This is an optimization exercise on Yosys and OpenROAD, whose aim is small area, a short achievable clock period and few clock cycles, not a production implementation. In this exercise RTL edits were held to simulation tests only and were not proved equivalent to the original. No activity file was given, so power comes from the tool's default toggle rates.

$ cat flow/config.mk
export PLATFORM = sky130hd
export DESIGN_NAME = tomasulo_cpu
export DESIGN_NICKNAME = tomasulo_cpu
export VERILOG_FILES = /design/flow/design.v
export SDC_FILE = /design/flow/constraint.sdc
export NUM_CORES = 8
export LEC_CHECK = 0
export ABC_AREA = 1
export CAP_MARGIN = 20
export CORE_MARGIN = 2
export CORE_UTILIZATION = 45
export PLACE_DENSITY = 0.6
export SLEW_MARGIN = 20
$ cat flow/standard.sh
#!/bin/bash
# synth_recipe.tcl (not shown) runs the flow's synth.tcl, then flattens the netlist and writes it again
# the make line also repeats each setting of config.mk as NAME=value (left out here)
make -C /OpenROAD-flow-scripts/flow DESIGN_CONFIG=/design/flow/config.mk WORK_HOME=/design/flow/orfs CLKGATE_MAP_FILE= SYNTH_SCRIPT=/design/flow/synth_recipe.tcl "${@:-finish}"
$ cat flow/flow/run.sh
#!/bin/bash
# Own layout flow: the standard ORFS flow (standard.sh), with
#  - port buffers of a plain buffer cell (buf_2) instead of the default delay buffer,
#  - adders left to abc as plain logic (no full-adder cell mapping; registers unchanged), and
#  - ORFS's repair_timing asked for extra setup margin, so that the layout is optimised
#    for a short achieved period (the clock and its constraints are unchanged).
# make's full output goes to flow_make.log here; ORFS keeps each step's log under orfs/logs.
set -euo pipefail
bash standard.sh finish \
  SETUP_SLACK_MARGIN=14.8 \
  "BUFFER_PORTS_ARGS=-buffer_cell sky130_fd_sc_hd__buf_2" \
  > flow_make.log 2>&1
$ cat flow/design.v
module tomasulo_cpu(
    input  wire        clk,
    input  wire        rst,
    input  wire [31:0] inst_i,
    output wire [31:0] inst_addr_o,
    output wire        inst_ce_o,
    input  wire [31:0] mem_data_i,
    input  wire        mem_valid_i,
    input  wire        mem_ready_i,
    output wire [31:0] mem_addr_o,
    output wire [31:0] mem_data_o,
    output wire        mem_we_o,
    output wire        mem_req_o,
    output wire [3:0]  mem_sel_o
);
    integer i, b;
    function [32:0] ks_add;
        input [31:0] x;
        input [31:0] y;
        input        cin;
        reg   [31:0] g, p, gg, pp;
        integer k, d;
        begin
            g = x & y;
            p = x ^ y;
            gg = g;
            pp = p;
            gg[0] = g[0] | (p[0] & cin);
            for (d = 1; d < 32; d = d * 2) begin
                for (k = 31; k >= d; k = k - 1) begin
                    gg[k] = gg[k] | (pp[k] & gg[k-d]);
                    pp[k] = pp[k] & pp[k-d];
                end
            end
            ks_add[0] = p[0] ^ cin;
            for (k = 1; k < 32; k = k + 1) ks_add[k] = p[k] ^ gg[k-1];
            ks_add[32] = gg[31];
        end
    endfunction
    reg  [31:0] pc;
    reg         d_valid;
    reg  [31:0] d_inst;
    reg  [31:0] d_pc;
    reg         d_taken;        
    reg  [31:0] e_a, e_b, e_c;
    reg  [4:0]  e_rd;
    reg  [2:0]  e_f3;
    reg         e_wr, e_ld, e_st, e_md;
    reg         e_sub, e_sra, e_sll;
    reg         e_s_sum, e_s_sh, e_s_slt, e_s_sltu, e_s_xor, e_s_or, e_s_and, e_s_c;
    reg         e_r_jalr, e_r_eq, e_r_ne, e_r_lt, e_r_ge, e_r_ltu, e_r_geu;
    reg         e_fa1, e_fa2, e_fb1, e_fb2, e_fc1, e_fc2;
    reg         m_wr, m_ld, m_md;
    reg  [4:0]  m_rd;
    reg  [31:0] m_res;
    reg  [2:0]  m_f3;
    reg         m_req, m_req_o, m_we;
    reg  [3:0]  m_sel;
    reg  [31:0] m_addr;
    reg  [31:0] m_wdata;
    reg         w_wr;
    reg  [4:0]  w_rd;
    reg  [31:0] w_res;
    reg  [31:0] rf [1:31];
    reg  [31:1] rv;             
    assign inst_addr_o = pc;
    assign inst_ce_o   = 1'b1;
    assign mem_addr_o  = m_addr;
    assign mem_data_o  = m_wdata;
    assign mem_we_o    = m_we;
    assign mem_req_o   = m_req_o;
    assign mem_sel_o   = m_sel;
    wire [4:0] opc = d_inst[6:2];
    wire [2:0] f3  = d_inst[14:12];
    wire [4:0] rd  = d_inst[11:7];
    wire [4:0] rs1 = d_inst[19:15];
    wire [4:0] rs2 = d_inst[24:20];
    wire is_lui   = (opc == 5'b01101);
    wire is_auipc = (opc == 5'b00101);
    wire is_jal   = (opc == 5'b11011);
    wire is_jalr  = (opc == 5'b11001);
    wire is_br    = (opc == 5'b11000);
    wire is_ld    = (opc == 5'b00000);
    wire is_st    = (opc == 5'b01000);
    wire is_opi   = (opc == 5'b00100);
    wire is_op    = (opc == 5'b01100);
    wire is_md    = is_op & d_inst[25];
    wire is_rr    = is_op & ~d_inst[25];
    wire is_alu   = is_rr | is_opi;
    wire use_rs1 = is_jalr | is_br | is_ld | is_st | is_opi | is_op;
    wire use_rs2 = is_br | is_st | is_op;
    wire wr_rd   = (is_lui | is_auipc | is_jal | is_jalr | is_ld | is_opi | is_op) & (rd != 5'd0);
    wire [31:0] imm_i = {{20{d_inst[31]}}, d_inst[31:20]};
    wire [31:0] imm_s = {{20{d_inst[31]}}, d_inst[31:25], d_inst[11:7]};
    wire [31:0] imm_b = {{20{d_inst[31]}}, d_inst[7], d_inst[30:25], d_inst[11:8], 1'b0};
    wire [31:0] imm_u = {d_inst[31:12], 12'b0};
    wire [31:0] id_tgt  = d_pc + (is_br ? imm_b : imm_u);
    wire [31:0] id_link = d_pc + 32'd4;
    wire        byp1 = w_wr & (w_rd == rs1);
    wire        byp2 = w_wr & (w_rd == rs2);
    wire [31:0] sel1 = (32'd1 << rs1) & {rv, 1'b0} & {32{~byp1}};
    wire [31:0] sel2 = (32'd1 << rs2) & {rv, 1'b0} & {32{~byp2}};
    reg  [31:0] r1, r2;
    always @(*) begin
        for (b = 0; b < 32; b = b + 1) begin
            r1[b] = byp1 & w_res[b];
            r2[b] = byp2 & w_res[b];
            for (i = 1; i < 32; i = i + 1) begin
                r1[b] = r1[b] | (sel1[i] & rf[i][b]);
                r2[b] = r2[b] | (sel2[i] & rf[i][b]);
            end
        end
    end
    wire f1_rs1 = e_wr & (e_rd == rs1);
    wire f2_rs1 = m_wr & (m_rd == rs1);
    wire f1_rs2 = e_wr & (e_rd == rs2);
    wire f2_rs2 = m_wr & (m_rd == rs2);
    wire stall_lu = d_valid & e_ld & ((use_rs1 & f1_rs1) | (use_rs2 & f1_rs2));
    wire [31:0] fa = ({32{e_fa1}} & m_res) | ({32{e_fa2}} & w_res) | ({32{~e_fa1 & ~e_fa2}} & e_a);
    wire [31:0] fb = ({32{e_fb1}} & m_res) | ({32{e_fb2}} & w_res) | ({32{~e_fb1 & ~e_fb2}} & e_b);
    wire [31:0] fc = ({32{e_fc1}} & m_res) | ({32{e_fc2}} & w_res) | ({32{~e_fc1 & ~e_fc2}} & e_c);
    wire [32:0] sumc = ks_add(fa, fb ^ {32{e_sub}}, e_sub);
    wire [31:0] sum  = sumc[31:0];
    wire        ltu  = ~sumc[32];
    wire        lt   = (fa[31] ^ fb[31]) ? fa[31] : ltu;
    wire        eq   = (fa == fb);
    reg  [31:0] sh_in, sh_out;
    always @(*) begin
        for (i = 0; i < 32; i = i + 1) sh_in[i] = e_sll ? fa[31-i] : fa[i];
    end
    wire [32:0] sh_ext = {e_sra & fa[31], sh_in};
    wire [32:0] sh_r   = $signed(sh_ext) >>> fb[4:0];
    always @(*) begin
        for (i = 0; i < 32; i = i + 1) sh_out[i] = e_sll ? sh_r[31-i] : sh_r[i];
    end
    wire ex_redirect = e_r_jalr | (e_r_eq & eq) | (e_r_ne & ~eq) | (e_r_lt & lt) | (e_r_ge & ~lt) |
                       (e_r_ltu & ltu) | (e_r_geu & ~ltu);
    wire [31:0] ex_tgt = e_r_jalr ? sum : e_c;
    wire [31:0] ex_res = ({32{e_s_sum}} & sum) | ({32{e_s_sh}} & sh_out) |
                         {31'd0, (e_s_slt & lt) | (e_s_sltu & ltu)} |
                         ({32{e_s_xor}} & (fa ^ fb)) | ({32{e_s_or}} & (fa | fb)) |
                         ({32{e_s_and}} & (fa & fb)) | ({32{e_s_c}} & e_c);
    reg         md_nega, md_negb, md_iter, md_fix;    
    reg         md_done;
    reg  [5:0]  md_cnt;
    reg         md_lead;            
    reg         md_hi32, md_dv32;
    reg         md_sa, md_sb;       
    reg         md_bp;              
    wire md_busy  = m_md & ~md_done;
    wire md_isdiv = m_f3[2];
    wire md_bz    = (m_wdata == 32'd0);
    wire [32:0] md_hi = {md_hi32, m_res};
    wire [31:0] md_lo = m_addr;
    wire [32:0] md_dv = {md_dv32, m_wdata};
    wire bzero = (md_lo[1] == md_lo[0]) & (md_lo[0] == md_bp);
    wire btwo  = (md_lo[1] & ~md_lo[0] & ~md_bp) | (~md_lo[1] & md_lo[0] & md_bp);
    wire bneg  = md_lo[1] & ~(md_lo[0] & md_bp);
    wire mul_it = md_iter & ~md_isdiv;
    wire xs_sh  = md_iter & md_isdiv;
    wire xs_hi  = (md_iter | md_fix) & ~md_isdiv;
    wire ys_lo  = md_nega | (md_fix & md_isdiv & ~m_f3[1]);
    wire ys_hi  = md_fix & md_isdiv & m_f3[1];
    wire ys_dv  = md_negb | (md_iter & md_isdiv) | (md_fix & ~md_isdiv) | (mul_it & ~bzero & ~btwo);
    wire ys_dv2 = mul_it & btwo;
    wire md_inv = md_nega | md_negb | (md_iter & md_isdiv) | (md_fix & (md_isdiv | md_sb)) |
                  (mul_it & bneg);
    wire [34:0] md_x = ({35{xs_sh}} & {2'b00, md_hi[31:0], md_lo[31]}) |
                       ({35{xs_hi}} & {{2{md_hi[32]}}, md_hi});
    wire [34:0] md_y = ({35{ys_lo}} & {3'b000, md_lo}) |
                       ({35{ys_hi}} & {{2{md_hi[32]}}, md_hi}) |
                       ({35{ys_dv}} & {{2{md_dv[32]}}, md_dv}) |
                       ({35{ys_dv2}} & {md_dv[32], md_dv, 1'b0});
    wire [34:0] md_sum = md_x + (md_y ^ {35{md_inv}}) + {34'd0, md_inv};
    wire        md_one     = md_isdiv & (md_cnt == 6'd0) & (m_wdata == 32'd1);
    wire        md_skip    = md_isdiv & md_lead & ~md_one & (md_lo[31:24] == 8'd0);
    wire        md_hold    = md_skip | md_one;
    wire [5:0]  md_cnt_nx  = md_one ? 6'd32 : (md_cnt + (md_skip ? 6'd8 : (md_isdiv ? 6'd1 : 6'd2)));
    wire        md_last    = md_cnt_nx[5];
    wire        md_needfix = md_isdiv ? (m_f3[1] ? md_sa : (md_sa ^ md_sb)) :
                             ((m_f3[1:0] != 2'b00) & (md_sb ^ md_lo[1]));
    wire        md_res_lo  = md_isdiv ? ~m_f3[1] : (m_f3[1:0] == 2'b00);
    wire [32:0] it_hi = md_isdiv ? (md_sum[34] ? {md_hi[31:0], md_lo[31]} : md_sum[32:0]) : md_sum[34:2];
    wire [31:0] it_lo = md_one ? md_lo : md_skip ? {md_lo[23:0], 8'd0} :
                        (md_isdiv ? {md_lo[30:0], ~md_sum[34]} : {md_sum[1:0], md_lo[31:2]});
    wire st_div = e_f3[2];
    wire st_sa  = st_div & ~e_f3[0] & fa[31];
    wire st_sb  = st_div & ~e_f3[0] & fc[31];
    wire st_bz  = st_div & (fc == 32'd0);
    always @(posedge clk) begin
        if (rst) begin
            md_nega <= 1'b0;
            md_negb <= 1'b0;
            md_iter <= 1'b0;
            md_fix  <= 1'b0;
            md_done <= 1'b0;
        end else if (~md_busy) begin
            if (~stall_mem) begin
                md_done <= 1'b0;
                md_cnt  <= 6'd0;
                md_lead <= 1'b1;
                md_hi32 <= 1'b0;
                md_bp   <= 1'b0;
                md_dv32 <= ~e_f3[2] & ~e_f3[1] & fc[31];
                md_sa   <= st_sa;
                md_sb   <= st_div ? st_sb : (((e_f3[1:0] == 2'b01) | (e_f3[1:0] == 2'b10)) & fa[31]);
                md_nega <= e_md & st_sa & ~st_bz;
                md_negb <= e_md & ~st_sa & st_sb & ~st_bz;
                md_iter <= e_md & ~st_sa & ~st_sb & ~st_bz;
                md_fix  <= e_md & st_bz;
            end
        end else begin
            if (md_nega) begin
                md_nega <= 1'b0;
                md_negb <= md_sb;
                md_iter <= ~md_sb;
            end
            if (md_negb) begin
                md_negb <= 1'b0;
                md_iter <= 1'b1;
            end
            if (md_iter) begin
                md_cnt <= md_cnt_nx;
                md_bp  <= md_lo[1];
                if (~md_hold) begin
                    md_lead <= 1'b0;
                    md_hi32 <= it_hi[32];
                end
                if (md_last) begin
                    md_iter <= 1'b0;
                    md_fix  <= md_needfix;
                    md_done <= ~md_needfix;
                end
            end
            if (md_fix) begin
                md_fix  <= 1'b0;
                md_done <= 1'b1;
            end
        end
    end
    wire stall_mem = m_req & ~mem_ready_i;
    reg [31:0] ld_val;
    always @(*) begin
        case (m_f3)
            3'b000:  ld_val = {{24{mem_data_i[7]}}, mem_data_i[7:0]};
            3'b001:  ld_val = {{16{mem_data_i[15]}}, mem_data_i[15:0]};
            3'b100:  ld_val = {24'd0, mem_data_i[7:0]};
            3'b101:  ld_val = {16'd0, mem_data_i[15:0]};
            default: ld_val = mem_data_i;
        endcase
    end
    wire front_hold = stall_mem | md_busy;
    wire ra_ok = ~(d_valid & wr_rd & (rd == 5'd1)) & ~(e_wr & (e_rd == 5'd1)) &
                 ~(m_wr & (m_rd == 5'd1));
    wire [31:0] ra_val = (w_wr && w_rd == 5'd1) ? w_res : (rv[1] ? rf[1] : 32'd0);
    wire        i_jb  = (inst_i[6:2] == 5'b11011) | ((inst_i[6:2] == 5'b11000) & inst_i[31]);
    wire        i_ret = (inst_i[6:2] == 5'b11001) & (inst_i[19:15] == 5'd1) &
                        (inst_i[31:20] == 12'd0) & ra_ok;
    wire [31:0] i_imm = {{12{inst_i[31]}},
                         inst_i[3] ? inst_i[19:12] : {8{inst_i[31]}},
                         inst_i[3] ? inst_i[20] : inst_i[7],
                         inst_i[30:25],
                         inst_i[3] ? inst_i[24:21] : inst_i[11:8],
                         1'b0};
    wire [32:0] if_sum = ks_add(pc, i_imm, 1'b0);
    wire [31:0] pc4    = pc + 32'd4;
    wire [31:0] pc_nx  = ex_redirect ? ex_tgt : (i_ret ? ra_val : (i_jb ? if_sum[31:0] : pc4));
    wire        if_en  = ~front_hold & ~stall_lu;    
    always @(posedge clk) begin
        if (w_wr) rf[w_rd] <= w_res;
    end
    always @(posedge clk) begin
        if (rst) rv <= 31'd0;
        else if (w_wr) rv[w_rd] <= 1'b1;
    end
    always @(posedge clk) begin
        if (rst) begin
            pc      <= 32'd0;
            d_valid <= 1'b0;
        end else if (if_en) begin
            pc      <= pc_nx;
            d_valid <= ~ex_redirect;
        end
    end
    always @(posedge clk) begin
        if (if_en) begin
            d_inst  <= inst_i;
            d_pc    <= pc;
            d_taken <= i_jb | i_ret;
        end
    end
    wire id_go = d_valid & ~stall_lu & ~ex_redirect;
    always @(posedge clk) begin
        if (rst) begin
            e_wr <= 1'b0; e_ld <= 1'b0; e_st <= 1'b0; e_md <= 1'b0;
            e_r_jalr <= 1'b0; e_r_eq <= 1'b0; e_r_ne <= 1'b0; e_r_lt <= 1'b0;
            e_r_ge <= 1'b0; e_r_ltu <= 1'b0; e_r_geu <= 1'b0;
        end else if (~front_hold) begin
            e_wr     <= id_go & wr_rd;
            e_ld     <= id_go & is_ld;
            e_st     <= id_go & is_st;
            e_md     <= id_go & is_md;
            e_r_jalr <= id_go & is_jalr & ~d_taken;
            e_r_eq   <= id_go & is_br & (d_taken ? (f3 == 3'b001) : (f3 == 3'b000));
            e_r_ne   <= id_go & is_br & (d_taken ? (f3 == 3'b000) : (f3 == 3'b001));
            e_r_lt   <= id_go & is_br & (d_taken ? (f3 == 3'b101) : (f3 == 3'b100));
            e_r_ge   <= id_go & is_br & (d_taken ? (f3 == 3'b100) : (f3 == 3'b101));
            e_r_ltu  <= id_go & is_br & (d_taken ? (f3 == 3'b111) : (f3 == 3'b110));
            e_r_geu  <= id_go & is_br & (d_taken ? (f3 == 3'b110) : (f3 == 3'b111));
        end
    end
    always @(posedge clk) begin
        if (~front_hold) begin
            e_a    <= r1;
            e_b    <= (is_rr | is_br) ? r2 : (is_md ? 32'd0 : (is_st ? imm_s : imm_i));
            e_c    <= (is_st | is_md) ? r2 :
                      (is_lui ? imm_u : ((is_auipc | (is_br & ~d_taken)) ? id_tgt : id_link));
            e_rd   <= rd;
            e_f3   <= f3;
            e_sub  <= is_br | (is_alu & (f3 == 3'b010 | f3 == 3'b011)) |
                      (is_rr & (f3 == 3'b000) & d_inst[30]);
            e_sra  <= d_inst[30];
            e_sll  <= (f3 == 3'b001);
            e_s_sum  <= (is_alu & (f3 == 3'b000)) | is_ld | is_st;
            e_s_sh   <= is_alu & (f3 == 3'b001 | f3 == 3'b101);
            e_s_slt  <= is_alu & (f3 == 3'b010);
            e_s_sltu <= is_alu & (f3 == 3'b011);
            e_s_xor  <= is_alu & (f3 == 3'b100);
            e_s_or   <= is_alu & (f3 == 3'b110);
            e_s_and  <= is_alu & (f3 == 3'b111);
            e_s_c    <= is_lui | is_auipc | is_jal | is_jalr;
            e_fa1  <= f1_rs1;
            e_fa2  <= ~f1_rs1 & f2_rs1;
            e_fb1  <= (is_rr | is_br) & f1_rs2;
            e_fb2  <= (is_rr | is_br) & ~f1_rs2 & f2_rs2;
            e_fc1  <= (is_st | is_md) & f1_rs2;
            e_fc2  <= (is_st | is_md) & ~f1_rs2 & f2_rs2;
        end
    end
    always @(posedge clk) begin
        if (rst) begin
            m_wr    <= 1'b0;
            m_ld    <= 1'b0;
            m_md    <= 1'b0;
            m_req   <= 1'b0;
            m_req_o <= 1'b0;
            m_we    <= 1'b0;
        end else if (~front_hold) begin
            m_wr    <= e_wr;
            m_ld    <= e_ld;
            m_md    <= e_md;
            m_req   <= e_ld | e_st;
            m_req_o <= e_ld | e_st;
            m_we    <= e_st;
        end
    end
    always @(posedge clk) begin
        if (~front_hold) begin
            m_rd    <= e_rd;
            m_f3    <= e_f3;
            m_sel   <= e_f3[1] ? 4'b1111 :
                       (e_f3[0] ? (4'b0011 << sum[1:0]) : (4'b0001 << sum[1:0]));
        end
    end
    always @(posedge clk) begin
        if (~md_busy) begin
            if (~stall_mem) begin
                m_res   <= ex_res;
                m_addr  <= sum;
                m_wdata <= fc;
            end
        end else begin
            if (md_nega) m_addr <= md_sum[31:0];
            if (md_negb) m_wdata <= md_sum[31:0];
            if (md_iter) begin
                m_addr <= it_lo;
                if (md_last & ~md_needfix & md_res_lo) m_res <= it_lo;
                else if (~md_hold) m_res <= it_hi[31:0];
            end
            if (md_fix) begin
                if (md_isdiv & md_bz) m_res <= m_f3[1] ? md_lo : 32'hFFFFFFFF;
                else m_res <= md_sum[31:0];
            end
        end
    end
    always @(posedge clk) begin
        if (rst) begin
            w_wr <= 1'b0;
        end else if (~front_hold) begin
            w_wr <= m_wr;
        end
    end
    always @(posedge clk) begin
        if (~front_hold) begin
            w_rd  <= m_rd;
            w_res <= m_ld ? ld_val : m_res;
        end
    end
endmodule
$ cat flow/constraint.sdc
create_clock -name core_clock -period 20.0 [get_ports {clk}]
set_input_delay 4.0000 -clock core_clock [delete_from_list [all_inputs] [get_ports {clk}]]
set_output_delay 4.0000 -clock core_clock [all_outputs]
set_load 0.01 [all_outputs]
==> results of run 1 <==
-- report_power, final --
group	internal [mW]	switching (mW)	total, mW
logic	0.222	0.577	0.799
clock network	1.72	1.36	3.08
registers	3.31	0.0790	3.39
total	5.26	2.02	7.28
-- how the worst max path moves through the flow --
| stage | start | to | slack [ns] |
|---|---|---|---|
| floorplan | inst_i[3] | pc[29]$_SDFFE_PP0P_ | 13.77 |
| global placement | inst_i[3] | pc[23]$_SDFFE_PP0P_ | 12.53 |
| detailed placement | inst_i[3] | pc[23]$_SDFFE_PP0P_ | 12.52 |
| CTS | inst_i[3] | pc[23]$_SDFFE_PP0P_ | 14.23 |
| global route | inst_i[3] | pc[27]$_SDFFE_PP0P_ | 14.08 |
| finish | inst_i[3] | pc[31]$_SDFFE_PP0P_ | 14.14 |
-- sequential cells by signal, summed over array words and instances, names as in the netlist, 6 cells and up --
register and count:
d_inst 30, d_pc 32, e_a 32, e_b 32
e_c 32, m_addr 32, m_res 32, m_wdata 32
md_cnt 6, pc 32, rf 992, rv 31
w_res 32
-- cell families after synthesis --
kind of cell	count (synthesis)
adders and majority gates	213
other	1
and+or+nand+nor	4065
buffers and inverters	1774
xor gates and xnor gates	156
DFF	1419
AOI/OAI and AO/OA	2237
-- cells in the final DEF, fill, tap and decap left out, types with 41 or more instances in the layout --
cell	n
inv_2	80
nor2_1	587
nand3_1	624
clkbuf_16	161
edfxtp_1	1333
nand2_2	81
nand4_1	211
nor3_1	133
buf_2	128
a21oi_2	41
nand2_1	2151
inv_1	1214
diode_2	53
xor2_1	124
o21ai_0	524
o21ai_1	95
a31oi_1	66
a211oi_1	73
o221ai_1	64
a221oi_1	116
nor4_1	51
o2111ai_1	55
o22ai_1	460
buf_4	396
dfxtp_1	50
ha_1	194
nor2_4	50
a21oi_1	484
o211ai_1	72
buf_6	71
-- layout make-up --
class                      instances  area [µm²]
sequential                      1419       41900
multi-input combinational       6680       37000
fill                           17600       88400
tap                             2480        3100
clock buffer                     189        4140
clock inverter                   104        1220
inverter                        1330        5130
antenna                           53         133
timing repair buffer             611        4750
timing repair inverter             6        51.3
-- critical path, delay by kind of cell --
| kind | cells | cell delay (ns) |
|---|---|---|
| AO/OA/AOI/OAI | 6 | 0.87 |
| adder cells (fa/ha/maj) | 2 | 0.53 |
| buffers and inverters | 5 | 0.41 |
| AND/OR/NAND/NOR | 7 | 0.80 |
-- Yosys cell counts, types with 127 or more instances --
| cell | number | area, µm² |
|---|---|---|
| clkbuf_1 | 206 | 773 |
| inv_1 | 1244 | 4670 |
| o22ai_1 | 461 | 2880 |
| nor2_1 | 636 | 2390 |
| edfxtp_1 | 1333 | 40000 |
| nor3_1 | 137 | 686 |
| nand3_1 | 646 | 3230 |
| a21oi_1 | 520 | 2600 |
| nand4_1 | 211 | 1320 |
| ha_1 | 208 | 2600 |
| o21ai_0 | 583 | 2920 |
| nand2_1 | 2206 | 8280 |
| buf_2 | 136 | 681 |
| xor2_1 | 127 | 1110 |
-- what timing repair did --
item                       in CTS  in global routing
cloned                          8                  7
setup endpoints to repair     380                223
resized for setup             289                153
hold buffers                    0                  0
pin swaps                      62                 79
buffers inserted              126                 90
-- routing by layer --
layer	track usage	vias to the layer above	share of wire	wire length, µm
met4	0.401	40	0.11	53300
met2	0.690	8730	0.40	196000
met1	0.595	41900	0.34	166000
met5	0.0146	-	0.0015	735
li1	-	35400	-	-
met3	0.204	2619	0.16	77200
-- through the flow --
| stage | total power, mW | setup WS, ns | instance area, µm² | utilization | hold WS (ns) |
|---|---|---|---|---|---|
| floorplan | 3.78 | 13.77 | 84700 | - | 0.424 |
| global placement | 4.12 | 12.53 | 88300 | 0.475 | 0.456 |
| detailed placement | 4.12 | 12.52 | 88400 | 0.476 | 0.456 |
| CTS | 7.17 | 14.23 | 95900 | 0.516 | 0.465 |
| global route | 7.38 | 14.08 | 97300 | 0.524 | 0.481 |
| finish | 7.28 | 14.14 | 97400 | 0.524 | 0.467 |
==> impl_metrics.ini, run 1 <==
[power]
irDropWorstVdd_mv = 0.0732
p_per_area_nw_per_um2 = 74.7
p_leak_nw = 38.9

[final_layout]
area_growth_pct = 15.4
nets = 10500
instances_no_fill = 12900
drive_gt1_frac = 0.137

[floorplan]
ios = 171
initial_utilization = 0.454
die_h_um = 437
core_um2 = 186000
dieArea_um2 = 191000
chipWidth_um = 437
std_cell_rows = 158

[sta]
max_slew.worst_pin.slew_ns = 1.44
period_minus_slack_ns = 5.86
slew_headroom = 0.0405
rsz0062_at_grt = true
setup_tns_ns = 0
setup_viol_count_final = 0
max_freq_mhz = 171
finalClockSkew_ns = 0.0874
drv_slew = 0
fin_crit_sh = 0.293
final_hold_viol_count = 0

[min_path]
min_from = e_r_ltu$_SDFFE_PP0N_
holdPathEnd = e_r_ltu$_SDFFE_PP0N_
hp-class = reg -> reg
whs_path_depth = 2

[yosys]
seq_area_frac_synth = 0.495
synth_edf_count = 1333
synth_top_family_by_area = simple AND/OR/NAND/NOR gates
syn-num-nets = 10100
synth-xor-area-share = 0.0164
synth_simple_gate_area_frac = 0.209
syn_inst = 9865
syn-cell-area_um2 = 84400
syn_avg_cell_area_um2 = 8.56
ys_async_sr_fraction = 0
synth-seq-cells = 1419
ys.flop_type = edfxtp_1
synth_compound_area_frac = 0.163
synthMuxAreaShare = 0
synth_cell_types = 76
synth_adder_area_share = 0.0320
yosys_warnings = 1

[critical_path]
crit_slowest_cell = fa_2
r2r_slack_ns = 14.60
cp.arrival_ns = 6.62
cp.required_ns = 20.76
slowest_delay_ns = 0.34
start_kind = primary input
ff2ff_path_depth = 12
crit_type = in -> reg
cp_cell_sequence = buf_12, inv_8, o21ai_4, ha_4, inv_2, fa_2, nand3b_1, nand2_2, a21oi_4, o21ai_4, buf_6, buf_6, nand4_1, nand3_1, nand3_2, nand2_2, o21ai_1, a21oi_1, nand2_1, a21oi_1
worstSetupEndpointType = register
critPathMaxFanout = 6
r2r_start = d_inst[20]$_DFFE_PP_
timing.rr.end = e_c[0]$_DFFE_PN_

[clocking]
cts.sinks = 1419
cts_buffers = 159
cts.path.max_buffers = 3
ctsRootBufferMaster = clkbuf_16
clk_latency_ns = 0.88
cts_max_level = 4
cts_tree = yes
path_clk_slew_ns = 0.06

[detailed_routing]
drc = 0
drt_iter0_drc = 17300
drtPass1Iterations = 12
vias = 88700
routed_wl_um = 494000
wl_per_cell_um = 38.4
vias_per_cell = 6.89
postRouteAntennaNets = 0

[job]
drv_cap = 0

[placement]
dp_hpwl_um = 322000
gp_congestion = 1.06
portBuffers = 166
placedCellCount = 12300

[grt]
grt_max_degree = 80
grt_overflow_total = 0
grtUsageTotal = 0.495
grt_pass1_wl_um = 651000
grt_pass1_vias = 78700
antenna_found_initial = 55

[outcome]
status = no timing/DRC/antenna violations
Testbench counts, summed over its fixed seeds: cycles 13,401.
==> inputs of run 2 (changes only) <==
--- a/flow/flow/run.sh
+++ b/flow/flow/run.sh
@@ -9,3 +9,4 @@
 bash standard.sh finish \
-  SETUP_SLACK_MARGIN=14.8 \
+  SETUP_SLACK_MARGIN=15.1 \
+  ADDER_MAP_FILE= \
   "BUFFER_PORTS_ARGS=-buffer_cell sky130_fd_sc_hd__buf_2" \
==> run 2 against run 1 <==
- critical path depth fell by 3
- worst setup slack improved by 0.16 ns
- via count rose by 3.1%
- power rose by 1.1%
- clock power barely moved
- wire length rose by 3.6%
- still clean on timing, DRC and antenna
- final area rose by 3.7%
- first-iteration DRC count rose by 2.4%
==> impl_metrics.ini, run 2 <==
[final_layout]
largest_reg_flops = 992
final_cell_area_um2 = 101000
finish.utilization = 0.545
drive_gt1_frac = 0.166
filler_cell_count = 17300
max_flop_register = rf
nets = 10800
area_growth_pct = 20.5
layout_commonest_cell = nand2_1
final_cell_mix = 2544 x nand2_1, 1333 x edfxtp_1, 1178 x inv_1

[detailed_routing]
routed_wl_um = 511000
drtPass1Iterations = 9
vias = 91500
drc = 0
postRouteAntennaNets = 0
drt_iter0_drc = 17700
wl_per_cell_um = 38.1
vias_per_cell = 6.82

[power]
p_per_area_nw_per_um2 = 72.8
p_leak_nw = 41.2
p_total_mw = 7.36
irDropWorstVdd_mv = 0.0703

[grt]
grt_pass1_vias = 82000
grt_overflow_total = 0
grt_max_degree = 83
grtUsageTotal = 0.520
grt_pass1_wl_um = 677000
antenna_found_initial = 57

[clocking]
cts_max_level = 4
path_clk_slew_ns = 0.06
clk_latency_ns = 0.90
ctsRootBufferMaster = clkbuf_16
cts.sinks = 1419
cts_tree = yes
cts.path.max_buffers = 3
cts_buffers = 161
cts_hold_buf = 0

[job]
drv_cap = 0

[sta]
max_slew.worst_pin.slew_ns = 1.39
setup_tns_ns = 0
layout_setup_ws_ns = 14.30
period_minus_slack_ns = 5.70
fin_crit_sh = 0.285
max_freq_mhz = 175
final_hold_viol_count = 0
setup_viol_count_final = 0
rsz0062_at_grt = true
drv_slew = 0
slew_headroom = 0.0655
finalClockSkew_ns = 0.0882

[outcome]
status = no timing/DRC/antenna violations

[yosys]
synth-seq-cells = 1419
yosys_warnings = 1
synth_top_area_frac = 0.477
yosysMostFrequentCell = nand2_1
synth.top_cells.by_count = 2657 x nand2_1, 1333 x edfxtp_1, 1239 x inv_1, 691 x nor2_1, 676 x nand3_1
synth_largest_area_cell = edfxtp_1
seq_area_frac_synth = 0.498
ys_async_sr_fraction = 0
ys.flop_type = edfxtp_1
synth_area_leaders = edfxtp_1 48%, nand2_1 12%, inv_1 5.5%, nand3_1 4.0%, o21ai_0 4.0%
syn-cell-area_um2 = 83800
synth_edf_count = 1333
syn-num-nets = 10300
syn_inst = 10200
syn_avg_cell_area_um2 = 8.20
synth_cell_types = 76

[critical_path]
cp.arrival_ns = 6.40
critPathMaxFanout = 6
cp_cell_sequence = buf_16, clkinv_16, nand2_8, inv_6, a21oi_4, nor2_4, buf_4, a21oi_2, a21boi_4, a21boi_4, a21oi_1, o21ai_1, nand2_1, o21ai_2, nand4_1, nand3_1, a21oi_1
worstSetupEndpointType = register
start_kind = primary input
cp.required_ns = 20.69
crit_type = in -> reg
path_buf_inv = 4
crit_slowest_cell = a21boi_4
crit_family = compound AO/OA/AOI/OAI gates
r2r_slack_ns = 14.87
slowest_delay_ns = 0.28

[min_path]
hp-class = reg -> reg

[floorplan]
dieArea_um2 = 190000
die_h_um = 436
initial_utilization = 0.453
chipWidth_um = 436
ios = 171
std_cell_rows = 158
core_um2 = 185000

[placement]
place_ws_ns = 12.20
gp_congestion = 1.09
placed_cell_area_um2 = 89200
portBuffers = 166
dp_hpwl_um = 348000
[run 2: changes by cell type in the layout (fill, tap and decap cells not counted), sizes merged, moves of 64 or more]
cell | previous run | this run
a21oi | 529 | 455
buf | 610 | 808
xor2 | 128 | 64
nor2 | 655 | 723
o22ai | 461 | 370
ha | 208 | 0
nand2 | 2279 | 2690
[run 2: cell families (layout without fill, tap and decap cells)]
group,after synthesis,after routing,synth area share
buf+inv,1778,2434,0.0824
compound gates,2278,2279,0.173
flops,1419,1419,0.498
mux,13,13,0.00157
xor+xnor,77,77,0.00804
simple gates,4653,4668,0.237
other cells,1,46,0.0000447
[run 2: final timing paths]
path                                      startpoint                   to  depth (start not counted)
worst max-delay path                       inst_i[3]  pc[19]$_SDFFE_PP0P_                         17
worst min-delay path               m_md$_SDFFE_PP0N_    m_md$_SDFFE_PP0N_                          2
worst min register to register     m_md$_SDFFE_PP0N_    m_md$_SDFFE_PP0N_                          2
worst max register to register  d_inst[23]$_DFFE_PP_    e_c[25]$_DFFE_PN_                         15
[run 2: area by class of cell]
type | count | area (µm²) | area share
clock inverters | 97 | 1200 | 0.0119
diodes | 45 | 113 | 0.00112
clock buffers | 198 | 4220 | 0.0418
inverters | 1317 | 5230 | 0.0517
repair buffers | 816 | 6700 | 0.0664
repair inverters | 6 | 75.1 | 0.000743
flip-flops and latches | 1419 | 41900 | 0.415
well taps | 2480 | 3100 | 0.0307
multi-input cells | 7038 | 38500 | 0.381
[run 2: what timing repair did]
item | in CTS | in global routing
buffers inserted | 238 | 87
pin swaps | 145 | 112
hold endpoints to repair | 0 | 0
gates cloned | 21 | 7
gates resized for setup | 550 | 243
setup endpoints to repair | 489 | 396
[run 2: worst register-to-register path: cells and delay by family, from the launching register on]
family / cells / cell delay, ns
buf+inv: 7 / 1.96
compound gates: 2 / 1.50
simple gates: 6 / 1.05
flops: 1 / 0.36
[run 2: per-layer routing]
metal | up-vias | global-route usage | wire length, µm
met5 | - | 0.000252 | 281
met1 | 43700 | 0.615 | 171000
met4 | 38 | 0.473 | 58900
met2 | 8376 | 0.715 | 201000
met3 | 2250 | 0.214 | 80600
li1 | 37100 | - | -
[run 2: power by group]
part / total (mW) / internal, mW / leakage [nW] / switching, mW
Sequential: 3.39 / 3.31 / 13.8 / 0.0796
Combinational: 0.881 / 0.230 / 24.8 / 0.650
Clock: 3.08 / 1.73 / 2.59 / 1.36
[run 2: per-stage QoR]
stage | std cells | hold slack, ns
5_1_grt | 13400 | 0.494
3_5_place_dp | 12700 | 0.456
2_1_floorplan | 10200 | 0.424
3_3_place_gp | 12700 | 0.449
6_report | 13400 | 0.468
4_1_cts | 13300 | 0.465
==> inputs of run 3 (changes only) <==
--- a/flow/flow/run.sh
+++ b/flow/flow/run.sh
@@ -9,3 +9,3 @@
 bash standard.sh finish \
-  SETUP_SLACK_MARGIN=15.1 \
+  SETUP_SLACK_MARGIN=14.8 \
   ADDER_MAP_FILE= \
--- a/flow/config.mk
+++ b/flow/config.mk
@@ -11,2 +11,4 @@
 export CORE_UTILIZATION = 45
+export CTS_CLUSTER_DIAMETER = 90
+export CTS_CLUSTER_SIZE = 24
 export PLACE_DENSITY = 0.6
==> run 3 against run 2 <==
- sequential power about the same
- clock power down 31%
- global-route usage up 0.39 points
- synthesized cell count unchanged
==> impl_metrics.ini, run 3 <==
[outcome]
status = no timing/DRC/antenna violations

[yosys]
syn_inst = 10200
syn-cell-area_um2 = 83800
syn-num-nets = 10300
yosysMostFrequentCell = nand2_1
ys_async_sr_fraction = 0
syn_avg_cell_area_um2 = 8.20
synth.top_cells.by_count = 2657 x nand2_1, 1333 x edfxtp_1, 1239 x inv_1, 691 x nor2_1, 676 x nand3_1
seq_area_frac_synth = 0.498
yosys_warnings = 1
synth_top_area_frac = 0.477
synth-seq-cells = 1419
ys.flop_type = edfxtp_1
synth_area_leaders = edfxtp_1 48%, nand2_1 12%, inv_1 5.5%, nand3_1 4.0%, o21ai_0 4.0%
synth_cell_types = 76
synth_largest_area_cell = edfxtp_1
synth_edf_count = 1333

[clocking]
ctsRootBufferMaster = clkbuf_16
clk_latency_ns = 0.86
cts.sinks = 1419
cts.path.max_buffers = 3
cts_hold_buf = 0
path_clk_slew_ns = 0.10
cts_max_level = 3
cts_buffers = 87
cts_tree = yes

[sta]
max_slew.worst_pin.slew_ns = 1.30
setup_tns_ns = 0
finalClockSkew_ns = 0.0889
drv_slew = 0
rsz0062_at_grt = true
max_freq_mhz = 177
final_hold_viol_count = 0
fin_crit_sh = 0.283
setup_viol_count_final = 0
period_minus_slack_ns = 5.66
slew_headroom = 0.131

[critical_path]
worstSetupEndpointType = output pin
cp_cell_sequence = buf_2
crit_family = flip-flops
crit_type = reg -> out
cp.required_ns = 16.00
crit_slowest_cell = edfxtp_1
critPathMaxFanout = 2
cp.arrival_ns = 1.66
start_kind = register
path_buf_inv = 1
slowest_delay_ns = 0.60

[power]
p_leak_nw = 39.4
p_per_area_nw_per_um2 = 65.7
irDropWorstVdd_mv = 0.0804

[floorplan]
core_um2 = 185000
chipWidth_um = 436
std_cell_rows = 158
die_h_um = 436
initial_utilization = 0.453
ios = 171
dieArea_um2 = 190000

[final_layout]
area_growth_pct = 16.0
nets = 10700
filler_cell_count = 17700
layout_commonest_cell = nand2_1
max_flop_register = rf
drive_gt1_frac = 0.147
instances_no_fill = 13200
final_cell_mix = 2560 x nand2_1, 1333 x edfxtp_1, 1184 x inv_1
largest_reg_flops = 992

[detailed_routing]
drtPass1Iterations = 13
vias_per_cell = 6.90
routed_wl_um = 516000
vias = 91400
postRouteAntennaNets = 0
wl_per_cell_um = 39.0
drc = 0
drt_iter0_drc = 17600

[grt]
grt_max_degree = 94
grt_overflow_total = 0
grt_pass1_wl_um = 680000
antenna_found_initial = 90
grt_pass1_vias = 80800
grtUsageTotal = 0.523

[placement]
gp_congestion = 1.12
dp_hpwl_um = 355000
placedCellCount = 12700
portBuffers = 166

[job]
drv_cap = 0

[min_path]
hp-class = reg -> reg
[run 3: cell families (layout without fill, tap and decap cells)]
logic type | Yosys count | count (layout) | share of synthesized area
compound gates | 2278 | 2278 | 0.173
xor+xnor | 77 | 77 | 0.00804
buf+inv | 1778 | 2231 | 0.0824
flops | 1419 | 1419 | 0.498
mux | 13 | 13 | 0.00157
other cells | 1 | 82 | 0.0000447
simple gates | 4653 | 4663 | 0.237
[run 3: path summary, 6_finish.rpt]
path                         from  depth (start not counted)  slack, ns              endpoint
max          m_addr[28]$_DFFE_PP_                          1      14.34        mem_addr_o[28]
max reg2reg  d_inst[23]$_DFFE_PP_                         16      14.54     e_b[11]$_DFFE_PN_
min          e_r_ltu$_SDFFE_PP0N_                          2       0.47  e_r_ltu$_SDFFE_PP0N_
min reg2reg  e_r_ltu$_SDFFE_PP0N_                          2       0.47  e_r_ltu$_SDFFE_PP0N_
[run 3: routing by layer]
metal / GRT usage / vias up / share of wire
met4: 0.485 / 40 / 0.12
met2: 0.720 / 8754 / 0.39
met1: 0.604 / 43300 / 0.33
li1: - / 36800 / -
met3: 0.233 / 2561 / 0.16
met5: 0.00958 / - / 0.0011
[run 3: stage by stage]
stage                     cell area (µm²)  utilization  worst slack, ns  hold WS (ns)  power, mW
after global routing                97100        0.524            14.29         0.495       6.45
after floorplan                     84400            -            14.02         0.424       3.78
after CTS                           95700        0.517            14.41         0.468       6.26
after detailed placement            89200        0.481            12.37         0.453       4.15
final                               97300        0.525            14.34         0.472       6.39
after global placement              89200        0.481            12.40         0.449       4.15
[run 3: what timing repair did]
action                     in CTS  in global routing
setup endpoints to repair     425                251
cloned                         15                  3
setup buffers                 185                 71
resized for setup             474                139
pin swaps                     123                 91
[run 3: power breakdown]
part / internal, mW / switching (mW) / leakage (nW)
sequential: 3.31 / 0.0816 / 13.8
clock: 0.912 / 1.23 / 1.42
combinational: 0.218 / 0.643 / 24.2
total: 4.44 / 1.95 / 39.4
[run 3: layout make-up]
cell class | count | area [µm²] | area share
Sequential cell | 1419 | 41800 | 0.430
Multi-Input combinational cell | 7032 | 37800 | 0.389
Timing Repair Buffer | 759 | 6080 | 0.0625
Inverter | 1317 | 5150 | 0.0529
Tap cell | 2480 | 3100 | 0.0319
Clock buffer | 100 | 2230 | 0.0229
Clock inverter | 52 | 787 | 0.00809
Antenna cell | 81 | 203 | 0.00208
Timing Repair inverter | 3 | 32.5 | 0.000334
==> inputs of run 4 (changes only) <==
--- a/flow/config.mk
+++ b/flow/config.mk
@@ -11,5 +11,4 @@
 export CORE_UTILIZATION = 45
-export CTS_CLUSTER_DIAMETER = 90
-export CTS_CLUSTER_SIZE = 24
 export PLACE_DENSITY = 0.6
 export SLEW_MARGIN = 20
+export TNS_END_PERCENT = 20
==> run 4 against run 3 <==
- synthesized area unchanged
- fmax decreased by 6.6%
- critical endpoint is now e_a[4]$_DFFE_PN_
- highest routed layer unchanged
- critical path type is now reg -> reg
- core utilization rose by 0.67 points
- non-clock buffer count fell by 67
==> impl_metrics.ini, run 4 <==
[clocking]
clk_latency_ns = 0.89
path_clk_slew_ns = 0.06
cts_max_level = 4
cts_tree = yes
ctsRootBufferMaster = clkbuf_16
cts_hold_buf = 0
cts.path.max_buffers = 3
cts.sinks = 1419
cts_buffers = 159

[sta]
period_minus_slack_ns = 6.05
setup_tns_ns = 0
max_freq_mhz = 165
setup_viol_count_final = 0
slew_headroom = 0.0644
fin_crit_sh = 0.303
finalClockSkew_ns = 0.0853
rsz0062_at_grt = true
drv_slew = 0
final_hold_viol_count = 0
max_slew.worst_pin.slew_ns = 1.40

[min_path]
hp-class = reg -> reg

[final_layout]
layout_commonest_cell = nand2_1
drive_gt1_frac = 0.145
filler_cell_count = 17400
final_cell_mix = 2568 x nand2_1, 1333 x edfxtp_1, 1182 x inv_1
instances_no_fill = 13300
area_growth_pct = 17.5
largest_reg_flops = 992
max_flop_register = rf
finish.utilization = 0.532
nets = 10700

[placement]
gp_congestion = 1.10
placedCellCount = 12700
dp_hpwl_um = 355000
portBuffers = 166

[grt]
grt_overflow_total = 0
grtUsageTotal = 0.524
grt_pass1_wl_um = 682000
grt_pass1_vias = 81700
antenna_found_initial = 81
grt_max_degree = 98

[floorplan]
die_h_um = 436
dieArea_um2 = 190000
std_cell_rows = 158
ios = 171
chipWidth_um = 436
initial_utilization = 0.453
core_um2 = 185000

[yosys]
synth_largest_area_cell = edfxtp_1
syn_inst = 10200
synth_edf_count = 1333
synth_top_area_frac = 0.477
synth.top_cells.by_count = 2657 x nand2_1, 1333 x edfxtp_1, 1239 x inv_1, 691 x nor2_1, 676 x nand3_1
yosys_warnings = 1
synth_cell_types = 76
syn-num-nets = 10300
seq_area_frac_synth = 0.498
synth_area_leaders = edfxtp_1 48%, nand2_1 12%, inv_1 5.5%, nand3_1 4.0%, o21ai_0 4.0%
ys_async_sr_fraction = 0
synth-seq-cells = 1419
syn-cell-area_um2 = 83800
ys.flop_type = edfxtp_1
yosysMostFrequentCell = nand2_1
syn_avg_cell_area_um2 = 8.20

[job]
drv_cap = 0

[power]
irDropWorstVdd_mv = 0.0877
p_per_area_nw_per_um2 = 74.4
p_leak_nw = 40.2

[outcome]
status = no timing/DRC/antenna violations

[critical_path]
cp.required_ns = 20.35
critPathMaxFanout = 68
start_kind = register
cp.arrival_ns = 6.40
crit_type = reg -> reg
worstSetupEndpointType = register

[detailed_routing]
drc = 0
vias_per_cell = 6.89
drt_iter0_drc = 18000
vias = 91500
postRouteAntennaNets = 0
drtPass1Iterations = 8
routed_wl_um = 515000
wl_per_cell_um = 38.8
[run 4: cell counts after synthesis]
Identical to the previous run, type by type.
[run 4: through the flow]
stage                     instance area [µm²]  hold WS (ns)  total power, mW  setup WS [ns]
after floorplan                         84000         0.424             3.77          14.01
after global placement                  89000         0.436             4.15          12.41
after detailed placement                89000         0.442             4.15          12.39
after CTS                               96700         0.459             7.21          14.41
after global routing                    98400         0.482             7.43          14.24
final                                   98500         0.465             7.33          13.95
[run 4: cell families (layout without fill, tap and decap cells)]
logic type | Yosys count | count (layout) | share of synthesized area
DFF | 1419 | 1419 | 0.498
buffers and inverters | 1778 | 2307 | 0.0824
other | 1 | 49 | 0.0000447
AOI/OAI and AO/OA | 2278 | 2278 | 0.173
xor gates and xnor gates | 77 | 77 | 0.00804
muxes | 13 | 13 | 0.00157
and+or+nand+nor | 4653 | 4663 | 0.237
[run 4: cell type report]
type	instances	area [µm²]	area share
sequential	1419	41800	0.424
multi-input combinational	7032	37600	0.382
timing repair buffer	692	5330	0.0541
inverter	1317	5120	0.0520
clock buffer	195	4210	0.0428
tap	2480	3100	0.0315
clock inverter	101	1180	0.0120
antenna	48	120	0.00122
timing repair inverter	2	20.0	0.000203
[run 4: path summary, 6_finish.rpt]
path / depth (start not counted) / endpoint / start / slack [ns]
max: 11 / e_a[4]$_DFFE_PN_ / d_inst[15]$_DFFE_PP_ / 13.95
min: 2 / e_r_geu$_SDFFE_PP0N_ / e_r_geu$_SDFFE_PP0N_ / 0.47
max reg2reg: 11 / e_a[4]$_DFFE_PN_ / d_inst[15]$_DFFE_PP_ / 13.95
min reg2reg: 2 / e_r_geu$_SDFFE_PP0N_ / e_r_geu$_SDFFE_PP0N_ / 0.47
[run 4: timing repair]
action	CTS	global route
cloned	10	6
resized for setup	358	224
endpoints found under the setup margin	430	275
setup buffers	110	67
pin swaps	88	103
[run 4: worst max-delay path: stages (launching register included)]
cell and delay (ns):
edfxtp_1 0.84, inv_1 0.34, a21oi_1 0.26, nand3_2 0.20, buf_12 0.30, nand2_1 0.14
buf_4 0.37, clkinv_1 0.48, a21oi_1 0.62, nand4_1 0.65, nor2_1 0.60, nand4_1 0.62
[run 4: routing by layer]
| metal | part of all wire | GRT usage | wire length [µm] |
|---|---|---|---|
| met5 | 0.00073 | 0.00655 | 375 |
| met4 | 0.11 | 0.481 | 59200 |
| met3 | 0.16 | 0.239 | 83800 |
| met2 | 0.39 | 0.714 | 203000 |
| met1 | 0.33 | 0.610 | 169000 |
[run 4: power breakdown]
group	total [mW]	switching, mW	internal (mW)
logic	0.839	0.633	0.206
registers	3.40	0.0875	3.31
clock network	3.09	1.36	1.73
==> inputs of run 5 (changes only) <==
--- a/flow/config.mk
+++ b/flow/config.mk
@@ -13,2 +13 @@
 export SLEW_MARGIN = 20
-export TNS_END_PERCENT = 20
==> run 5 against run 4 <==
- still clean
- non-clock buffer count increased by 84
- worst hold slack better by 0.0021 ns
- first-iteration DRC count shrank 4.3%
- worst setup slack better by 0.38 ns
- sequential power about the same
- fmax rose by 6.8%
- sequential share of layout area down 0.41 points
- critical path type is now reg -> out
==> impl_metrics.ini, run 5 <==
[power]
switchingPower_mw = 2.09
swShare = 0.285
p_leak_nw = 40.6
intPower_mw = 5.24
clkPwrFrac = 0.419
irDropWorstVdd_mv = 0.0847
power_frac_seq = 0.463
p_per_area_nw_per_um2 = 73.6
p_total_mw = 7.33
p_comb_frac = 0.118

[clocking]
clk_latency_ns = 0.88
ctsRootBufferMaster = clkbuf_16
cts_max_level = 4
cts_tree = yes
cts.path.max_buffers = 3
path_clk_slew_ns = 0.07
cts.sinks = 1419
cts_buffers = 157

[grt]
grt_overflow_total = 0
antenna_found_initial = 67
grt_max_degree = 98
grt_pass1_vias = 81300
grtUsageTotal = 0.522
grt_pass1_wl_um = 678000

[placement]
dp_hpwl_um = 355000
gp_congestion = 1.12
portBuffers = 166

[outcome]
status = no timing/DRC/antenna violations

[yosys]
syn-num-nets = 10300
synth_area_leaders = edfxtp_1 48%, nand2_1 12%, inv_1 5.5%, nand3_1 4.0%, o21ai_0 4.0%
synth_top_area_frac = 0.477
synth-seq-cells = 1419
synth_edf_count = 1333
synth_cell_types = 76
syn-cell-area_um2 = 83800
synth_largest_area_cell = edfxtp_1
syn_avg_cell_area_um2 = 8.20
seq_area_frac_synth = 0.498
yosysMostFrequentCell = nand2_1
syn_inst = 10200
ys.flop_type = edfxtp_1
ys_async_sr_fraction = 0
yosys_warnings = 1
synth.top_cells.by_count = 2657 x nand2_1, 1333 x edfxtp_1, 1239 x inv_1, 691 x nor2_1, 676 x nand3_1

[floorplan]
chipWidth_um = 436
die_h_um = 436
core_um2 = 185000
dieArea_um2 = 190000
ios = 171
std_cell_rows = 158
initial_utilization = 0.453

[sta]
rsz0062_at_grt = true
final_hold_viol_count = 0
finalClockSkew_ns = 0.0625
drv_slew = 0
period_minus_slack_ns = 5.67
max_freq_mhz = 176
fin_crit_sh = 0.283
max_slew.worst_pin.slew_ns = 1.26
slew_headroom = 0.153
setup_tns_ns = 0
setup_viol_count_final = 0

[critical_path]
crit_family = flip-flops
cp.arrival_ns = 1.67
path_buf_inv = 1
cp_cell_sequence = buf_2
cp.required_ns = 16.00
crit_slowest_cell = edfxtp_1
slowest_delay_ns = 0.58
start_kind = register
worstSetupEndpointType = output pin
r2r_slack_ns = 14.50
critPathMaxFanout = 2
crit_type = reg -> out

[detailed_routing]
vias = 91600
drt_iter0_drc = 17200
vias_per_cell = 6.84
wl_per_cell_um = 38.6
drtPass1Iterations = 9
postRouteAntennaNets = 0
drc = 0
routed_wl_um = 517000

[min_path]
hp-class = reg -> reg

[final_layout]
nets = 10800
seqCellArea_um2 = 41800
drive_gt1_frac = 0.154
multi_input_area_um2 = 37800
layout_commonest_cell = nand2_1
filler_cell_count = 17400
final_cell_mix = 2560 x nand2_1, 1333 x edfxtp_1, 1184 x inv_1
area_growth_pct = 18.8
max_flop_register = rf
largest_reg_flops = 992

[job]
drv_cap = 0
==> run 5: cell counts after synthesis <==
Identical to the previous run, type by type.
==> run 5: final cells by class <==
type	count	share of cell area
Sequential cell	1419	0.420
Multi-Input combinational cell	7032	0.380
Timing Repair Buffer	776	0.0624
Inverter	1317	0.0517
Clock buffer	190	0.0407
Tap cell	2480	0.0311
Clock inverter	99	0.0125
Antenna cell	65	0.00163
Timing Repair inverter	4	0.000440
==> run 5: kinds of logic after synthesis <==
kind of cell | share of synthesized area
AOI/OAI and AO/OA | 0.173
xor gates and xnor gates | 0.00804
buffers and inverters | 0.0824
DFF | 0.498
muxes | 0.00157
other | 0.0000447
and+or+nand+nor | 0.237
==> run 5: through the flow <==
step / hold slack, ns / instance area [µm²] / utilization / instances / worst slack (ns)
2_1_floorplan: 0.424 / 84400 / - / 10200 / 14.02
3_3_place_gp: 0.449 / 89200 / 0.481 / 12700 / 12.40
3_5_place_dp: 0.453 / 89200 / 0.481 / 12700 / 12.37
4_1_cts: 0.462 / 97700 / 0.527 / 13200 / 14.38
5_1_grt: 0.486 / 99500 / 0.537 / 13300 / 14.30
6_report: 0.467 / 99600 / 0.538 / 13400 / 14.33
==> run 5: timing repair <==
action,CTS,global route
setup buffers,178,96
gates cloned,12,6
resized for setup,413,195
endpoints found under the setup margin,425,264
pin swaps,94,114
hold buffers,0,0
==> run 5: path summary, 6_finish.rpt <==
check,startpoint,end,cells past startpoint
setup reg to reg,d_inst[19]$_DFFE_PP_,e_a[19]$_DFFE_PN_,12
setup / recovery,m_addr[29]$_DFFE_PP_,mem_addr_o[29],1
hold reg to reg,e_r_geu$_SDFFE_PP0N_,e_r_geu$_SDFFE_PP0N_,2
hold / removal,e_r_geu$_SDFFE_PP0N_,e_r_geu$_SDFFE_PP0N_,2
==> run 5: power by group through the flow <==
stage                     sequential [mW]  clock, mW  combinational [mW]
after floorplan                      3.44          0               0.338
after global placement               3.48          0               0.669
after detailed placement             3.48          0               0.672
after CTS                            3.39       3.04               0.780
after global routing                 3.39       3.15               0.880
final                                3.39       3.07               0.866
==> run 5: per-layer routing <==
| layer | routed length [µm] | up-vias | track usage | share of wire |
|---|---|---|---|---|
| met5 | 545 | - | 0.0108 | 0.0011 |
| met1 | 168000 | 43400 | 0.603 | 0.33 |
| met2 | 205000 | 8706 | 0.722 | 0.40 |
| li1 | - | 37000 | - | - |
| met4 | 60600 | 36 | 0.477 | 0.12 |
| met3 | 82300 | 2472 | 0.231 | 0.16 |
==> inputs of run 6 (changes only) <==
--- a/flow/config.mk
+++ b/flow/config.mk
@@ -11,2 +11,4 @@
 export CORE_UTILIZATION = 45
+export CTS_CLUSTER_DIAMETER = 60
+export CTS_CLUSTER_SIZE = 28
 export PLACE_DENSITY = 0.6
==> run 6 against run 5 <==
- wire length hardly changed
- sequential cell count stayed put
- worst setup slack worse by 0.0099 ns
- combinational power hardly changed
- final area is 0.82% lower
- still clean
==> impl_metrics.ini, run 6 <==
[sta]
final_hold_viol_count = 0
fin_crit_sh = 0.284
rsz0062_at_grt = true
max_freq_mhz = 176
fin_worst_hold_slack_ns = 0.467
slew_headroom = 0.110
layout_setup_ws_ns = 14.32
period_minus_slack_ns = 5.68
max_slew.worst_pin.slew_ns = 1.33
setup_viol_count_final = 0
drv_slew = 0
finalClockSkew_ns = 0.0745
setup_tns_ns = 0

[placement]
dp_hpwl_um = 355000
placed_cell_area_um2 = 89200
placedCellCount = 12700
gp_congestion = 1.12
place_ws_ns = 12.37
portBuffers = 166

[power]
power_frac_seq = 0.486
swShare = 0.308
irDropWorstVdd_mv = 0.100
switchingPower_mw = 2.15
p_total_mw = 6.97
p_leak_nw = 40.2
intPower_mw = 4.82
clkPwrFrac = 0.390
p_comb_frac = 0.124
p_per_area_nw_per_um2 = 70.6

[yosys]
syn_avg_cell_area_um2 = 8.20
synth-seq-cells = 1419
yosysMostFrequentCell = nand2_1
seq_area_frac_synth = 0.498
ys.flop_type = edfxtp_1
synth_cell_types = 76
syn-num-nets = 10300
synth_top_area_frac = 0.477
syn-cell-area_um2 = 83800
synth_largest_area_cell = edfxtp_1
synth.top_cells.by_count = 2657 x nand2_1, 1333 x edfxtp_1, 1239 x inv_1, 691 x nor2_1, 676 x nand3_1
synth_area_leaders = edfxtp_1 48%, nand2_1 12%, inv_1 5.5%, nand3_1 4.0%, o21ai_0 4.0%
syn_inst = 10200
yosys_warnings = 1
ys_async_sr_fraction = 0
synth_edf_count = 1333

[floorplan]
initial_utilization = 0.453
chipWidth_um = 436
std_cell_rows = 158
core_um2 = 185000
ios = 171
die_h_um = 436
dieArea_um2 = 190000

[detailed_routing]
routed_wl_um = 517000
postRouteAntennaNets = 0
drc = 0
drtPass1Iterations = 12
drt_iter0_drc = 17500
vias = 91400
wl_per_cell_um = 38.8
vias_per_cell = 6.87

[clocking]
clk_latency_ns = 0.87
cts.sinks = 1419
cts_max_level = 3
cts_buffers = 119
cts.path.max_buffers = 3
cts_tree = yes
path_clk_slew_ns = 0.08
ctsRootBufferMaster = clkbuf_16

[outcome]
status = no timing/DRC/antenna violations

[critical_path]
cp.arrival_ns = 6.36
r2r_slack_ns = 14.39
r2r_start = d_inst[23]$_DFFE_PP_
ff2ff_path_depth = 15
crit_type = in -> reg
worstSetupEndpointType = register
start_kind = primary input
critPathMaxFanout = 7
cp.required_ns = 20.68
timing.rr.end = e_b[12]$_DFFE_PN_

[grt]
grtUsageMet3 = 0.226
grt_max_degree = 98
grt_overflow_total = 0
grt_pass1_vias = 81000
grtUsageTotal = 0.522
grtUsageMet1 = 0.603
grt_pass1_wl_um = 678000
antenna_found_initial = 79
top_usage_layer = met2
use_met2 = 0.720

[min_path]
hp-class = reg -> reg
whs_path_depth = 2
holdPathEnd = e_r_geu$_SDFFE_PP0N_
min_from = e_r_geu$_SDFFE_PP0N_

[final_layout]
filler_cell_count = 17500
multi_input_area_um2 = 37800
area_growth_pct = 17.9
seqCellArea_um2 = 41800
instances_no_fill = 13300
largest_reg_flops = 992
finish.utilization = 0.533
final_cell_mix = 2558 x nand2_1, 1333 x edfxtp_1, 1189 x inv_1
max_flop_register = rf
layout_commonest_cell = nand2_1
drive_gt1_frac = 0.156
final_cell_area_um2 = 98800
nets = 10700

[job]
drv_cap = 0
[run 6: worst max-delay path by stage]
stage / startpoint / end / slack, ns / depth (start not counted)
after floorplan: inst_i[3] / pc[26]$_SDFFE_PP0P_ / 14.02 / 19
after global placement: mem_ready_i / pc[0]$_SDFFE_PP0P_ / 12.40 / 11
after detailed placement: mem_ready_i / pc[0]$_SDFFE_PP0P_ / 12.37 / 11
after CTS: m_addr[28]$_DFFE_PP_ / mem_addr_o[28] / 14.41 / 1
after global routing: inst_i[3] / pc[26]$_SDFFE_PP0P_ / 14.22 / 18
final: inst_i[3] / pc[26]$_SDFFE_PP0P_ / 14.32 / 20
[run 6: what timing repair did]
action                                  4_1_cts  5_1_grt
cloned                                       13        8
hold buffers                                  0        0
gates resized for setup                     436      198
endpoints found under the setup margin      425      327
setup buffers                               182       90
pin swaps                                    98      122
[run 6: power by group through the flow]
stage          registers (mW)  logic, mW  clock network [mW]
3_5_place_dp             3.48      0.672                   0
6_report                 3.39      0.866                2.72
4_1_cts                  3.38      0.780                2.69
5_1_grt                  3.38      0.878                2.79
3_3_place_gp             3.48      0.669                   0
2_1_floorplan            3.44      0.338                   0
[run 6: layout make-up]
| type | count | area share |
|---|---|---|
| Antenna cell | 53 | 0.00134 |
| Inverter | 1317 | 0.0520 |
| Timing Repair Buffer | 774 | 0.0625 |
| Timing Repair inverter | 6 | 0.000785 |
| Clock inverter | 103 | 0.0149 |
| Clock buffer | 122 | 0.0307 |
| Multi-Input combinational cell | 7032 | 0.383 |
| Tap cell | 2480 | 0.0314 |
| Sequential cell | 1419 | 0.423 |
[run 6: cells by family after synthesis]
logic type | Yosys count | synth area share
xor gates and xnor gates | 77 | 0.00804
DFF | 1419 | 0.498
other | 1 | 0.0000447
and+or+nand+nor | 4653 | 0.237
muxes | 13 | 0.00157
AOI/OAI and AO/OA | 2278 | 0.173
buffers and inverters | 1778 | 0.0824
[run 6: worst max-delay path, stage by stage]
cell and delay [ns]:
buf_16 0.14, clkinv_16 0.08, nand2_8 0.11, o21ai_4 0.10, or2_4 0.27, nand2_8 0.11, o21ai_4 0.07, nand2_1 0.06
nand3_1 0.08, o21bai_4 0.19, a21oi_2 0.16, nand2_2 0.09, a21o_1 0.20, or2_4 0.24, nand3_4 0.08, nand2_4 0.07
o21ai_4 0.09, nor2_1 0.06, nor2_1 0.10, nor2_1 0.06
[run 6: per-layer routing]
metal	part of all wire	wire length (µm)
met5	0.0019	1010
met1	0.33	168000
met2	0.40	205000
met4	0.12	60300
met3	0.16	82300
==> inputs of run 7 (changes only) <==
--- a/flow/flow/run.sh
+++ b/flow/flow/run.sh
@@ -9,3 +9,3 @@
 bash standard.sh finish \
-  SETUP_SLACK_MARGIN=14.8 \
+  SETUP_SLACK_MARGIN=14.6 \
   ADDER_MAP_FILE= \
--- a/flow/config.mk
+++ b/flow/config.mk
@@ -11,4 +11,4 @@
 export CORE_UTILIZATION = 45
-export CTS_CLUSTER_DIAMETER = 60
-export CTS_CLUSTER_SIZE = 28
+export CTS_CLUSTER_DIAMETER = 80
+export CTS_CLUSTER_SIZE = 20
 export PLACE_DENSITY = 0.6
==> run 7 against run 6 <==
- still clean
- critical path depth increased by 3
- wire length shrank 0.98%
- worst setup slack worse by 0.093 ns
- register-to-register slack lost 0.09 ns
- worst hold slack gained 0.0040 ns
- first-iteration DRC count down 1.4%
- sequential cell count unchanged
- combinational power fell by 1%
- core utilization decreased by 1.1 points
- final cell count shrank 0.80%
- via count fell by 0.89%
- critical endpoint unchanged
- largest power group unchanged
- highest routed layer unchanged
==> impl_metrics.ini, run 7 <==
[yosys]
synth_compound_area_frac = 0.173
ys_async_sr_fraction = 0
syn_avg_cell_area_um2 = 8.20
synth_edf_count = 1333
synth_adder_area_share = 0
synthMuxAreaShare = 0.00157
synth.top_cells.by_count = 2657 x nand2_1, 1333 x edfxtp_1, 1239 x inv_1, 691 x nor2_1, 676 x nand3_1
synth-xor-area-share = 0.00804
synth_simple_gate_area_frac = 0.237
synth-seq-cells = 1419
seq_area_frac_synth = 0.498
syn_inst = 10200
yosysMostFrequentCell = nand2_1
syn-num-nets = 10300
synth_top_family_by_area = simple AND/OR/NAND/NOR gates
yosys_warnings = 1
synth_top_area_frac = 0.477
synth_largest_area_cell = edfxtp_1
ys.flop_type = edfxtp_1
synth_cell_types = 76
synth_area_leaders = edfxtp_1 48%, nand2_1 12%, inv_1 5.5%, nand3_1 4.0%, o21ai_0 4.0%
syn-cell-area_um2 = 83800

[clocking]
ctsRootBufferMaster = clkbuf_16
cts_buffers = 98
cts.path.max_buffers = 3
cts.sinks = 1419
clk_latency_ns = 0.87
path_clk_slew_ns = 0.09
cts_tree = yes
cts_hold_buf = 0
cts_max_level = 3

[sta]
max_freq_mhz = 173
setup_tns_ns = 0
final_hold_viol_count = 0
rsz0062_at_grt = true
period_minus_slack_ns = 5.77
fin_worst_hold_slack_ns = 0.471
finalClockSkew_ns = 0.0899
slew_headroom = 0.109
setup_viol_count_final = 0
max_slew.worst_pin.slew_ns = 1.32
layout_setup_ws_ns = 14.23
fin_crit_sh = 0.289
drv_slew = 0

[detailed_routing]
drt_iter0_drc = 17300
drc = 0
vias = 90600
vias_per_cell = 6.86
drtPass1Iterations = 10
wl_per_cell_um = 38.7
postRouteAntennaNets = 0
routed_wl_um = 511000

[critical_path]
r2r_start = d_inst[16]$_DFFE_PP_
timing.rr.end = e_a[7]$_DFFE_PN_
ff2ff_path_depth = 14
critPathMaxFanout = 4
start_kind = primary input
cp.required_ns = 20.76
worstSetupEndpointType = register
r2r_slack_ns = 14.30
crit_type = in -> reg
cp.arrival_ns = 6.53

[outcome]
status = no timing/DRC/antenna violations

[power]
power_frac_seq = 0.527
irDropWorstVdd_mv = 0.0788
p_comb_frac = 0.133
p_per_area_nw_per_um2 = 66.5
p_leak_nw = 39.4
p_total_mw = 6.44
clkPwrFrac = 0.341
intPower_mw = 4.51
switchingPower_mw = 1.93
swShare = 0.300

[final_layout]
instances_no_fill = 13200
final_cell_mix = 2565 x nand2_1, 1333 x edfxtp_1, 1184 x inv_1
max_flop_register = rf
largest_reg_flops = 992
drive_gt1_frac = 0.143
finish.utilization = 0.523
nets = 10700
area_growth_pct = 15.5
final_cell_area_um2 = 96800
layout_commonest_cell = nand2_1

[job]
drv_cap = 0

[floorplan]
chipWidth_um = 436
initial_utilization = 0.453
std_cell_rows = 158
dieArea_um2 = 190000
core_um2 = 185000
ios = 171
die_h_um = 436

[placement]
placed_cell_area_um2 = 89000
dp_hpwl_um = 356000
gp_congestion = 1.11
placedCellCount = 12700
place_ws_ns = 12.50
portBuffers = 166

[min_path]
whs_path_depth = 2
min_from = e_r_ltu$_SDFFE_PP0N_
holdPathEnd = e_r_ltu$_SDFFE_PP0N_
hp-class = reg -> reg

[grt]
grt_pass1_wl_um = 674000
grt_pass1_vias = 80500
antenna_found_initial = 72
grt_max_degree = 85
grt_overflow_total = 0
grtUsageTotal = 0.518
-- run 7: logic make-up after synthesis --
kind of cell    after synthesis
other cells                   1
buf+inv                    1778
mux                          13
xor+xnor                     77
flops                      1419
simple gates               4653
compound gates             2278
-- run 7: power groups by stage --
stage | combinational, mW | clock (mW) | sequential, mW
2_1_floorplan | 0.336 | 0 | 3.44
3_3_place_gp | 0.671 | 0 | 3.49
3_5_place_dp | 0.673 | 0 | 3.49
4_1_cts | 0.771 | 2.17 | 3.38
5_1_grt | 0.866 | 2.26 | 3.39
6_report | 0.854 | 2.19 | 3.39
-- run 7: worst max-delay path: stages --
cell,delay [ns]
buf_16,0.13
buf_12,0.13
buf_8,0.12
nand2_4,0.04
o21ai_2,0.06
or2_4,0.28
buf_6,0.13
nor2_4,0.07
nand2_2,0.06
nand2_4,0.10
buf_4,0.12
nand2_4,0.05
a31oi_4,0.21
nand3_2,0.13
nand2_2,0.13
a21o_1,0.13
or2_4,0.11
nand3_2,0.07
nand2_2,0.11
o21ai_4,0.07
nor2_2,0.13
nor2_1,0.06
nor2_1,0.09
-- run 7: how the worst max path moves through the flow --
stage,slack (ns),cells after the start,to,from
floorplan,14.02,19,pc[26]$_SDFFE_PP0P_,inst_i[3]
global placement,12.45,19,pc[29]$_SDFFE_PP0P_,inst_i[3]
detailed placement,12.50,19,pc[29]$_SDFFE_PP0P_,inst_i[3]
CTS,14.19,18,pc[29]$_SDFFE_PP0P_,inst_i[31]
global route,14.15,23,pc[26]$_SDFFE_PP0P_,inst_i[3]
finish,14.23,23,pc[26]$_SDFFE_PP0P_,inst_i[3]
-- run 7: area by class of cell --
type	instances	area, µm²
Fill cell	17700	88400
Sequential cell	1419	41800
Multi-Input combinational cell	7027	37600
Timing Repair Buffer	751	5820
Inverter	1317	5120
Tap cell	2480	3100
Clock buffer	116	2570
Clock inverter	46	642
Antenna cell	41	103
Timing Repair inverter	3	32.5
-- run 7: timing repair --
action | in CTS | in global routing
pin swaps | 99 | 109
setup endpoints to repair | 357 | 298
gates resized for setup | 367 | 146
gates cloned | 10 | 3
buffers inserted | 161 | 98
-- run 7: routing by layer --
metal	global-route usage	wire length, µm	vias up
li1	-	-	36700
met1	0.617	171000	43000
met2	0.705	199000	8431
met3	0.223	82000	2395
met4	0.459	58900	52
met5	0	423	-

## afterwards: timing with drivers on the ports
How much do the figures lean on ideal ports? The routed layouts below were timed once more, with nothing changed but the port constraints. Step 1 assumes that a clkbuf_16 drives the clock port and a buf_2 every other input. Step 2 also shifts input and output timing later by t, the mid clock arrival at the registers, as if the neighbouring blocks saw the same clock. Slacks: no drivers / after step 1 / after step 2; pairs: no drivers / after step 1.
run | shift t [ns] | slack for setup (ns)
run 1 | 0.935 | 14.137 / 14.170 / 13.234
run 2 | 0.953 | 14.297 / 14.225 / 13.273
run 3 | 0.922 | 14.345 / 14.242 / 13.376
run 4 | 0.945 | 13.948 / 13.948 / 13.347
run 5 | 0.952 | 14.332 / 14.234 / 13.409
run 6 | 0.933 | 14.322 / 14.257 / 13.324
run 7 | 0.922 | 14.229 / 14.202 / 13.280
After both steps every run listed still meets setup and hold.
